This is an optimization exercise on Yosys and OpenROAD, whose aim is small area, not a production implementation.
In this exercise RTL edits were held to simulation tests only and were not proved equivalent to the original.
Power and IR drop assume default switching activity.

## vga_top
module vga_top(
	input ClkPort,
	input BtnC,                  
	input BtnU, BtnD, BtnL, BtnR,
	input [18:0] FallDiv,        
	output hSync, vSync,
	output [3:0] vgaR, vgaG, vgaB,
	output An0, An1, An2, An3, An4, An5, An6, An7,
	output Ca, Cb, Cc, Cd, Ce, Cf, Cg, Dp,
	output MemOE, MemWR, RamCS, QuadSpiFlashCS
	);
Size in the first run: roughly 750 cells after synthesis.
==> module vga_bitchange, before the edit <==
module vga_bitchange(
	input clk,
	input rst,
	input [18:0] fallDiv,
	input button,
	input [9:0] hCount, vCount,
	output reg [11:0] rgb,
	output reg [6:0] kilo,       
	output reg [3:0] hund,       
	output reg [3:0] tens,
	output reg [3:0] ones
	);
	parameter BLACK  = 12'b0000_0000_0000;
	parameter RED    = 12'b1111_0000_0000;
	parameter PINK   = 12'b1111_0010_1000;
	parameter PURPLE = 12'b0111_0000_1011;
	parameter BLUE   = 12'b0011_0000_1010;
	parameter TEAL   = 12'b0100_1100_1111;
	reg [18:0] speed;
	wire [18:0] speedInc;
	ripple_inc #(19) si(.q(speed), .cin(1'b1), .d(speedInc));
	wire [19:0] cmp;
	assign cmp[0] = 1'b1;
	genvar i;
	generate
		for (i = 0; i < 19; i = i + 1) begin : cmp_
			assign cmp[i+1] = (speedInc[i] & ~fallDiv[i]) | (cmp[i] & (speedInc[i] | ~fallDiv[i]));
		end
	endgenerate
	wire fall = cmp[19];
	always @(posedge clk)
		speed <= (rst | fall) ? 19'd0 : speedInc;
	reg [9:0] pinkY, purpleY, blueY, tealY;
	wire pinkEnd   = &{pinkY[9:5], pinkY[2:1]};                     
	wire purpleEnd = &{purpleY[9:7], purpleY[1:0]};                 
	wire blueEnd   = &{blueY[9:7], blueY[5:4], blueY[2], blueY[0]};  
	wire tealEnd   = &{tealY[9:8], tealY[6], tealY[4:3], tealY[1]};  
	wire [9:0] pinkInc, purpleInc, blueInc, tealInc;
	ripple_inc #(10) pi(.q(pinkY),   .cin(fall), .d(pinkInc));
	ripple_inc #(10) ui(.q(purpleY), .cin(fall), .d(purpleInc));
	ripple_inc #(10) bi(.q(blueY),   .cin(fall), .d(blueInc));
	ripple_inc #(10) ti(.q(tealY),   .cin(fall), .d(tealInc));
	always @(posedge clk) begin
		pinkY   <= (rst | (fall & pinkEnd))   ? 10'd0 : pinkInc;
		purpleY <= (rst | (fall & purpleEnd)) ? 10'd0 : purpleInc;
		blueY   <= rst ? 10'd320 : (fall & blueEnd) ? 10'd0 : blueInc;
		tealY   <= (rst | (fall & tealEnd))   ? 10'd0 : tealInc;
	end
	reg hitFlag;
	wire hZone = (hCount >= 10'd144) && (hCount <= 10'd784);
	wire hit = !hitFlag && button && hZone && (blueY >= 10'd400) && (blueY <= 10'd475);
	wire o9 = ones[3] & ones[0];
	wire t9 = tens[3] & tens[0];
	wire h9 = hund[3] & hund[0];
	wire wrap = kilo[6] & kilo[0] & (hund == 4'd5) & (tens == 4'd3) & (ones == 4'd5);
	wire clrAll = rst | (hit & wrap);
	wire [3:0] onesInc, tensInc, hundInc;
	wire [6:0] kiloInc;
	ripple_inc #(4) oi(.q(ones), .cin(hit), .d(onesInc));
	ripple_inc #(4) tni(.q(tens), .cin(hit & o9), .d(tensInc));
	ripple_inc #(4) hdi(.q(hund), .cin(hit & o9 & t9), .d(hundInc));
	ripple_inc #(7) ki(.q(kilo), .cin(hit & o9 & t9 & h9), .d(kiloInc));
	always @(posedge clk) begin
		ones <= (clrAll | (hit & o9)) ? 4'd0 : onesInc;
		tens <= (clrAll | (hit & o9 & t9)) ? 4'd0 : tensInc;
		hund <= (clrAll | (hit & o9 & t9 & h9)) ? 4'd0 : hundInc;
		kilo <= clrAll ? 7'd0 : kiloInc;
		hitFlag <= rst ? 1'b0 : hit ? 1'b1 : (blueY <= 10'd20) ? 1'b0 : hitFlag;
	end
	wire bright = (hCount >= 10'd145) && (hCount <= 10'd784) && (vCount >= 10'd35) && (vCount <= 10'd515);
	wire selTeal   = hCount[9];
	wire selBlue   = ~hCount[9] & hCount[8] & hCount[7];
	wire selPurple = ~hCount[9] & hCount[8] & ~hCount[7] & hCount[6];
	wire selPink   = ~selTeal & ~selBlue & ~selPurple;
	wire [9:0] ySel = selTeal ? tealY : selBlue ? blueY : selPurple ? purpleY : pinkY;
	wire [10:0] dy = {1'b0, vCount} - {1'b0, ySel};
	wire rowHit = !dy[10] && (selTeal   ? dy[9:0] <= 10'd100 :
	                          selBlue   ? dy[9:0] <= 10'd70 :
	                          selPurple ? dy[9:0] <= 10'd90 : dy[9:0] <= 10'd60);
	wire colHit = ((hCount >= 10'd220) && (hCount <= 10'd280)) ||
	              ((hCount >= 10'd320) && (hCount <= 10'd380)) ||
	              ((hCount >= 10'd420) && (hCount <= 10'd480)) ||
	              ((hCount >= 10'd520) && (hCount <= 10'd580));
	wire [11:0] blockColor = selTeal ? TEAL : selBlue ? BLUE : selPurple ? PURPLE : PINK;
	wire bottomLineZone = (vCount >= 10'd500);
	always @(*)
		if (~bright)
			rgb = BLACK;
		else if (colHit & rowHit)
			rgb = blockColor;
		else if (bottomLineZone)
			rgb = RED;
		else
			rgb = BLACK;
endmodule
Settings: LEC_CHECK=0, CAP_MARGIN=20, CORE_MARGIN=2, CORE_UTILIZATION=40, SLEW_MARGIN=20; clock period 100.0 ns.
standard.sh (not shown) runs the stock make flow with config.mk's settings and CLKGATE_MAP_FILE= SYNTH_SCRIPT=/design/flow/synth_recipe.tcl, a recipe that flattens the netlist after the stock synthesis.
==> flow/flow/run.sh <==
#!/bin/bash
# Layout flow: the standard synthesis, then an area-oriented re-mapping of
# its combinational logic (registers untouched), then the standard ORFS steps
# with minimum-size port buffers and a clock tree of small buffers without
# dummy balancing loads.
set -euo pipefail
HERE=$(pwd)
FLOWDIR=$HERE/flow
RES=$HERE/orfs/results/$FLOW_PLATFORM/vga_top/base
LIB=$FLOW_HOME/platforms/$FLOW_PLATFORM/lib/sky130_fd_sc_hd__tt_025C_1v80.lib

# 1. standard synthesis
bash standard.sh synth > synth.log 2>&1

# 2. re-map the combinational logic for area; flip-flops keep their names and cells
cp $RES/1_2_yosys.v $HERE/std_synth.v
DU="-dont_use sky130_fd_sc_hd__lpflow_bleeder_1 -dont_use sky130_fd_sc_hd__lpflow_clkbufkapwr_1 -dont_use sky130_fd_sc_hd__lpflow_clkbufkapwr_16 -dont_use sky130_fd_sc_hd__lpflow_clkbufkapwr_2 -dont_use sky130_fd_sc_hd__lpflow_clkbufkapwr_4 -dont_use sky130_fd_sc_hd__lpflow_clkbufkapwr_8 -dont_use sky130_fd_sc_hd__lpflow_clkinvkapwr_1 -dont_use sky130_fd_sc_hd__lpflow_clkinvkapwr_16 -dont_use sky130_fd_sc_hd__lpflow_clkinvkapwr_2 -dont_use sky130_fd_sc_hd__lpflow_clkinvkapwr_4 -dont_use sky130_fd_sc_hd__lpflow_clkinvkapwr_8 -dont_use sky130_fd_sc_hd__lpflow_decapkapwr_12 -dont_use sky130_fd_sc_hd__lpflow_decapkapwr_3 -dont_use sky130_fd_sc_hd__lpflow_decapkapwr_4 -dont_use sky130_fd_sc_hd__lpflow_decapkapwr_6 -dont_use sky130_fd_sc_hd__lpflow_decapkapwr_8 -dont_use sky130_fd_sc_hd__lpflow_inputiso0n_1 -dont_use sky130_fd_sc_hd__lpflow_inputiso0p_1 -dont_use sky130_fd_sc_hd__lpflow_inputiso1n_1 -dont_use sky130_fd_sc_hd__lpflow_inputiso1p_1 -dont_use sky130_fd_sc_hd__lpflow_inputisolatch_1 -dont_use sky130_fd_sc_hd__lpflow_isobufsrc_1 -dont_use sky130_fd_sc_hd__lpflow_isobufsrc_16 -dont_use sky130_fd_sc_hd__lpflow_isobufsrc_2 -dont_use sky130_fd_sc_hd__lpflow_isobufsrc_4 -dont_use sky130_fd_sc_hd__lpflow_isobufsrc_8 -dont_use sky130_fd_sc_hd__lpflow_isobufsrckapwr_16 -dont_use sky130_fd_sc_hd__lpflow_lsbuf_lh_hl_isowell_tap_1 -dont_use sky130_fd_sc_hd__lpflow_lsbuf_lh_hl_isowell_tap_2 -dont_use sky130_fd_sc_hd__lpflow_lsbuf_lh_hl_isowell_tap_4 -dont_use sky130_fd_sc_hd__lpflow_lsbuf_lh_isowell_4 -dont_use sky130_fd_sc_hd__lpflow_lsbuf_lh_isowell_tap_1 -dont_use sky130_fd_sc_hd__lpflow_lsbuf_lh_isowell_tap_2 -dont_use sky130_fd_sc_hd__lpflow_lsbuf_lh_isowell_tap_4 -dont_use sky130_fd_sc_hd__probe_p_8 -dont_use sky130_fd_sc_hd__probec_p_8"
cat > reopt.ys <<EOS
read_liberty -ignore_miss_func -ignore_miss_dir $LIB
setattr -mod -set keep_hierarchy 1 sky130_fd_sc_hd__dfxtp_1
read_verilog $HERE/std_synth.v
hierarchy -top vga_top
flatten
rename -hide w:_*_.*
opt_clean -purge
select vga_top
techmap
opt -fast -purge
abc -script $FLOWDIR/reopt.abc -liberty $LIB $DU
opt_clean -purge
hilomap -singleton -hicell sky130_fd_sc_hd__conb_1 HI -locell sky130_fd_sc_hd__conb_1 LO
splitnets
opt_clean -purge
select -clear
tee -o $HERE/reopt_stat.txt stat -liberty $LIB
delete sky130_fd_sc_hd__dfxtp_1
write_verilog -noattr -nohex -nodec $HERE/reopt.v
EOS
yosys -s reopt.ys > reopt.log 2>&1
cp $HERE/reopt.v $RES/1_2_yosys.v
rm -f $RES/1_synth.odb $RES/1_synth.sdc

# 3. the rest of the standard flow
bash standard.sh BUFFER_PORTS_ARGS="-buffer_cell sky130_fd_sc_hd__buf_1" \
  CTS_ARGS="-sink_clustering_enable -repair_clock_nets -buf_list sky130_fd_sc_hd__clkbuf_4 -dont_use_dummy_load" \
  SKIP_REPAIR_TIE_FANOUT=1 GPL_TIMING_DRIVEN=0 CAP_MARGIN=0 SLEW_MARGIN=0 \
  finish > layout.log 2>&1
Other scripts of this flow, unchanged in this note and not shown: flow/flow/reopt.abc
Edit:
--- a/flow/design.v
+++ b/flow/design.v
@@ -68,11 +68,13 @@
 		end
 	endgenerate
 	wire fall = cmp[19];
 	always @(posedge clk)
 		speed <= (rst | fall) ? 19'd0 : speedInc;
-	reg [9:0] pinkY, purpleY, blueY, tealY;
+	reg [9:0] pinkY, purpleY, tealY;
+	reg [9:1] blueY1;
+	wire [9:0] blueY = {blueY1, purpleY[0]};
 	wire pinkEnd   = &{pinkY[9:5], pinkY[2:1]};                     
 	wire purpleEnd = &{purpleY[9:7], purpleY[1:0]};                 
 	wire blueEnd   = &{blueY[9:7], blueY[5:4], blueY[2], blueY[0]};  
 	wire tealEnd   = &{tealY[9:8], tealY[6], tealY[4:3], tealY[1]};  
 	wire [9:0] pinkInc, purpleInc, blueInc, tealInc;
@@ -81,11 +83,11 @@
 	ripple_inc #(10) bi(.q(blueY),   .cin(fall), .d(blueInc));
 	ripple_inc #(10) ti(.q(tealY),   .cin(fall), .d(tealInc));
 	always @(posedge clk) begin
 		pinkY   <= (rst | (fall & pinkEnd))   ? 10'd0 : pinkInc;
 		purpleY <= (rst | (fall & purpleEnd)) ? 10'd0 : purpleInc;
-		blueY   <= rst ? 10'd320 : (fall & blueEnd) ? 10'd0 : blueInc;
+		blueY1  <= rst ? 9'd160 : (fall & blueEnd) ? 9'd0 : blueInc[9:1];
 		tealY   <= (rst | (fall & tealEnd))   ? 10'd0 : tealInc;
 	end
 	reg hitFlag;
 	wire hZone = (hCount >= 10'd144) && (hCount <= 10'd784);
 	wire hit = !hitFlag && button && hZone && (blueY >= 10'd400) && (blueY <= 10'd475);
Worst setup slack gets better by 0.65 ns.
Power came out higher slightly.
Final area climbs slightly.
Wire length rose by a few percent.
Fmax went up by a few percent.
Synthesized cell count went up by a few percent.
Worst hold slack is worse by 0.0079 ns.
Utilization went up by 0.35 points.
Global-route usage increases by 0.32 points.

port drivers added, routing unchanged:
The flow's constraints put no driver on any port. The routed layouts listed below were extracted and timed again, unchanged, in two steps. Step 1, drivers: a clkbuf_16 drives ClkPort and a buf_2 each remaining input, both assumed. Step 2 also shifts input and output timing later by t, the mid clock arrival at the registers, as if the neighbouring blocks saw the same clock. Slacks: ideal ports / drivers / drivers and shift; pairs: ideal ports / drivers.
run | t, ns | setup slack, ns | latest minus earliest clock arrival (ns)
the first run | 0.533 | 74.102 / 74.067 / 74.600 | 0.036 / 0.036
the second run | 0.551 | 74.751 / 74.717 / 75.269 | 0.033 / 0.033
After both steps every run listed still meets setup and hold.
